Background: an optimization exercise with open tools, aiming at small area. Do not read the settings as production practice. In this exercise RTL edits were held to simulation tests only and were not proved equivalent to the original. Power figures rest on the tool's default switching activity, not on a simulated workload.

== build 89 ==
==> flow/design.v (excerpt) <==
module qos_core (
    input         clk,
    input         rst_n,
    input         valid1,
    input  [7:0]  ts_data1,
    input         valid2,
    input  [7:0]  ts_data2,
    input         valid3,
    input  [7:0]  ts_data3,
    input         valid4,
    input  [7:0]  ts_data4,
    input         mm_write_en,
    input         mm_read_en,
    input  [7:0]  mm_addr,
    input  [31:0] mm_wdata,
    output [31:0] mm_rdata,
    output        valid_out,
    output        syn_out,
    output [7:0]  ts_data_out
);
    wire [3:0]  v, s;
    wire [31:0] b, cnt, r2;
    wire [1:0]  mux_control;
    wire        en_reset_counter;
    qos_chan ch1 (.clk(clk), .rst_n(rst_n), .vin(valid1), .din(ts_data1), .en(en_reset_counter),
                  .v(v[0]), .sync(s[0]), .b(b[7:0]),   .cnt(cnt[7:0]),   .r2(r2[7:0]));
    qos_chan ch2 (.clk(clk), .rst_n(rst_n), .vin(valid2), .din(ts_data2), .en(en_reset_counter),
                  .v(v[1]), .sync(s[1]), .b(b[15:8]),  .cnt(cnt[15:8]),  .r2(r2[15:8]));
    qos_chan ch3 (.clk(clk), .rst_n(rst_n), .vin(valid3), .din(ts_data3), .en(en_reset_counter),
                  .v(v[2]), .sync(s[2]), .b(b[23:16]), .cnt(cnt[23:16]), .r2(r2[23:16]));
    qos_chan ch4 (.clk(clk), .rst_n(rst_n), .vin(valid4), .din(ts_data4), .en(en_reset_counter),
                  .v(v[3]), .sync(s[3]), .b(b[31:24]), .cnt(cnt[31:24]), .r2(r2[31:24]));
    main_control main_control_inst (
        .clk(clk), .rstn(rst_n),
        .err_count(cnt), .err_reg(r2), .sync(s),
        .mm_write_en(mm_write_en), .mm_read_en(mm_read_en),
        .mm_addr(mm_addr), .mm_wdata(mm_wdata), .mm_rdata(mm_rdata),
        .mux_control(mux_control), .en_reset_counter(en_reset_counter)
    );
    assign valid_out   = v[mux_control];
    assign syn_out     = s[mux_control];
    assign ts_data_out = b[mux_control*8 +: 8];
endmodule
Size: roughly 1200 cells after synthesis, roughly 260 flip-flops, ~13000 um2 of cells after synthesis.
==> flow/config.mk <==
export PLATFORM = sky130hd
export DESIGN_NAME = qos_core
export DESIGN_NICKNAME = qos_core
export VERILOG_FILES = /design/flow/design.v
export SDC_FILE = /design/flow/constraint.sdc
export NUM_CORES = 4
export LEC_CHECK = 0
export CAP_MARGIN = 20
export CORE_MARGIN = 2
export CORE_UTILIZATION = 60
export CTS_BUF_LIST = sky130_fd_sc_hd__clkbuf_8 sky130_fd_sc_hd__clkbuf_16
export CTS_CLUSTER_DIAMETER = 100
export CTS_CLUSTER_SIZE = 24
export SLEW_MARGIN = 20
==> flow/constraint.sdc <==
create_clock -name core_clock -period 8.0 [get_ports {clk}]
set_input_delay 1.6000 -clock core_clock [delete_from_list [all_inputs] [get_ports {clk}]]
set_output_delay 1.6000 -clock core_clock [all_outputs]
set_load 0.01 [all_outputs]
standard.sh (not shown) runs the stock make flow with config.mk's settings and CLKGATE_MAP_FILE= SYNTH_SCRIPT=/design/flow/synth_recipe.tcl, a recipe that flattens the netlist after the stock synthesis.
==> flow/flow/run.sh <==
#!/bin/bash
# Standard ORFS layout (the standard.sh, unchanged synthesis) with:
#  - port buffers made from the smallest buffer, sky130_fd_sc_hd__buf_1;
set -o pipefail
cd "$(dirname "$0")/.."
export BUFFER_PORTS_ARGS="-buffer_cell sky130_fd_sc_hd__buf_1"
CTS_SIZE=$(sed -n 's/^export CTS_CLUSTER_SIZE *= *//p' config.mk)
CTS_DIAM=$(sed -n 's/^export CTS_CLUSTER_DIAMETER *= *//p' config.mk)
CTS_BUFS=$(sed -n 's/^export CTS_BUF_LIST *= *//p' config.mk)
export CTS_ARGS="-sink_clustering_enable -repair_clock_nets -dont_use_dummy_load -sink_clustering_size ${CTS_SIZE:-12} -sink_clustering_max_diameter ${CTS_DIAM:-60} -buf_list {${CTS_BUFS:-sky130_fd_sc_hd__clkbuf_8}}"
echo "CTS_ARGS=$CTS_ARGS" > run_settings.log
bash standard.sh > standard.log 2>&1
Per the final summary, build 89 finished and its layout is clean on timing, DRC and antenna.
Here is what was changed in the inputs of build 14 compared with build 89.
Settings: CTS_CLUSTER_DIAMETER: 100 -> 50; CORE_UTILIZATION: 60 -> 40; CTS_CLUSTER_SIZE: 24 -> 16; CTS_BUF_LIST: sky130_fd_sc_hd__clkbuf_8 sky130_fd_sc_hd__clkbuf_16 -> sky130_fd_sc_hd__clkbuf_8.
--- outcome ---
Against build 89, build 14 reports a full die area that is higher.
Going from build 89 to build 14, portion of total power attributed to the clock network grows by 3.0 points.
The final layout from build 14, which completed every stage, passed the timing, design-rule and antenna checks at the end of the flow.
Against build 89, global placer's final weighted congestion in build 14 fell slightly.
Build 14 ended up with a higher count of clock-buffer cells in the layout than build 89 did.
Multi-input gate share of the layout cell area: build 14 < build 89
Wire length of the first global-routing pass (higher): build 14
When build 14 is set beside build 89, its combinational share of power turns out to be 0.6 points smaller.
First-iteration DRC count (build 14 vs. build 89) increases by a few percent
Setup WNS build 89 -> build 14: better
Input changes introduced in build 12 (baseline for comparison: build 14):
Settings: CORE_UTILIZATION changed from 40 to 60; CTS_BUF_LIST changed from sky130_fd_sc_hd__clkbuf_8 to sky130_fd_sc_hd__clkbuf_16; CTS_CLUSTER_SIZE changed from 16 to 30; CTS_CLUSTER_DIAMETER changed from 50 to 80.
Die outline height (build 12 / build 14): 0.820
Setup fix buffers added after clock tree synthesis came out exactly the same in build 14 and build 12.
Build 14 → build 12: global routing usage summed across all routing layers increased by 7.6 points relative to the old numbers, share of the cycle needed by the critical path after routing increased by 1.2 points relative to the old numbers, sum of internal, switching and leakage power decreased by 3.2% relative to the old numbers, share of the core filled with cells increased by 21 points relative to the old numbers.
The clock latency at the later pin of the worst-skew pair of build 14 and that of build 12 are within noise of each other.
In build 12, headroom to the max-slew limit is lower than in build 14.
Per the comparison of build 12 with build 14, final-layout clock buffer total went down by 20, cell count of the worst hold path was more or less identical.
Modified inputs, build 51 compared to build 12
Settings: CTS_BUF_LIST changed from sky130_fd_sc_hd__clkbuf_16 to sky130_fd_sc_hd__clkbuf_8; CTS_CLUSTER_DIAMETER changed from 80 to 60; CORE_UTILIZATION changed from 60 to 40; CTS_CLUSTER_SIZE changed from 30 to 12.
==> flow/flow/run.sh <==
#!/bin/bash
# Standard ORFS layout (the standard.sh, unchanged synthesis), with the
# port buffers made from the smallest buffer, sky130_fd_sc_hd__buf_1.
set -o pipefail
cd "$(dirname "$0")/.."
export BUFFER_PORTS_ARGS="-buffer_cell sky130_fd_sc_hd__buf_1"
bash standard.sh > standard.log 2>&1
### Flow results
Measured against each other, build 12 and build 51 differ in worst reg-to-reg setup slack, the lower figure coming from build 12.
Build 51: data arrival time of the critical path higher than build 12
Between build 12 and build 51, the difference in total standard cell area after synthesis is negligible.
Against build 12, the final cell area of build 51 is higher.
Higher filler cell count goes to build 51 over build 12.
Compared to build 12, the routing of build 51 uses more wire.
In the metrics for build 12 and build 51, the one carrying the higher total design power is build 51.
Comparing build 12 and build 51, the lower sum of net half-perimeters after detailed placement was measured on build 12.
Going from build 12 to build 51, signed area change from the synthesized netlist to the final layout climbed 3.3 points, non-clock buffer count climbed 1.

-- port drivers added, routing unchanged --
In the flow no input, the clock included, has a driving cell. The finished layouts below were timed again as built, in two steps. Step 1, drivers: a clkbuf_16 drives clk and a buf_2 each remaining input, both assumed. Step 2 also shifts input and output timing later by t, the mid clock arrival at the registers, as if the neighbouring blocks saw the same clock. a / b / c = no drivers / after step 1 / after step 2; a / b = the first two.
run	shift t [ns]	slack for setup (ns)	hold WS [ns]
build 89	0.532	3.281 / 3.281 / 3.281	0.463 / 0.463 / 0.463
build 14	0.544	3.347 / 3.347 / 3.347	0.464 / 0.464 / 0.464
build 12	0.528	3.251 / 3.251 / 3.251	0.465 / 0.465 / 0.465
build 51	0.639	3.315 / 3.315 / 3.315	0.466 / 0.466 / 0.466
After both steps setup and hold are still met in every run listed.
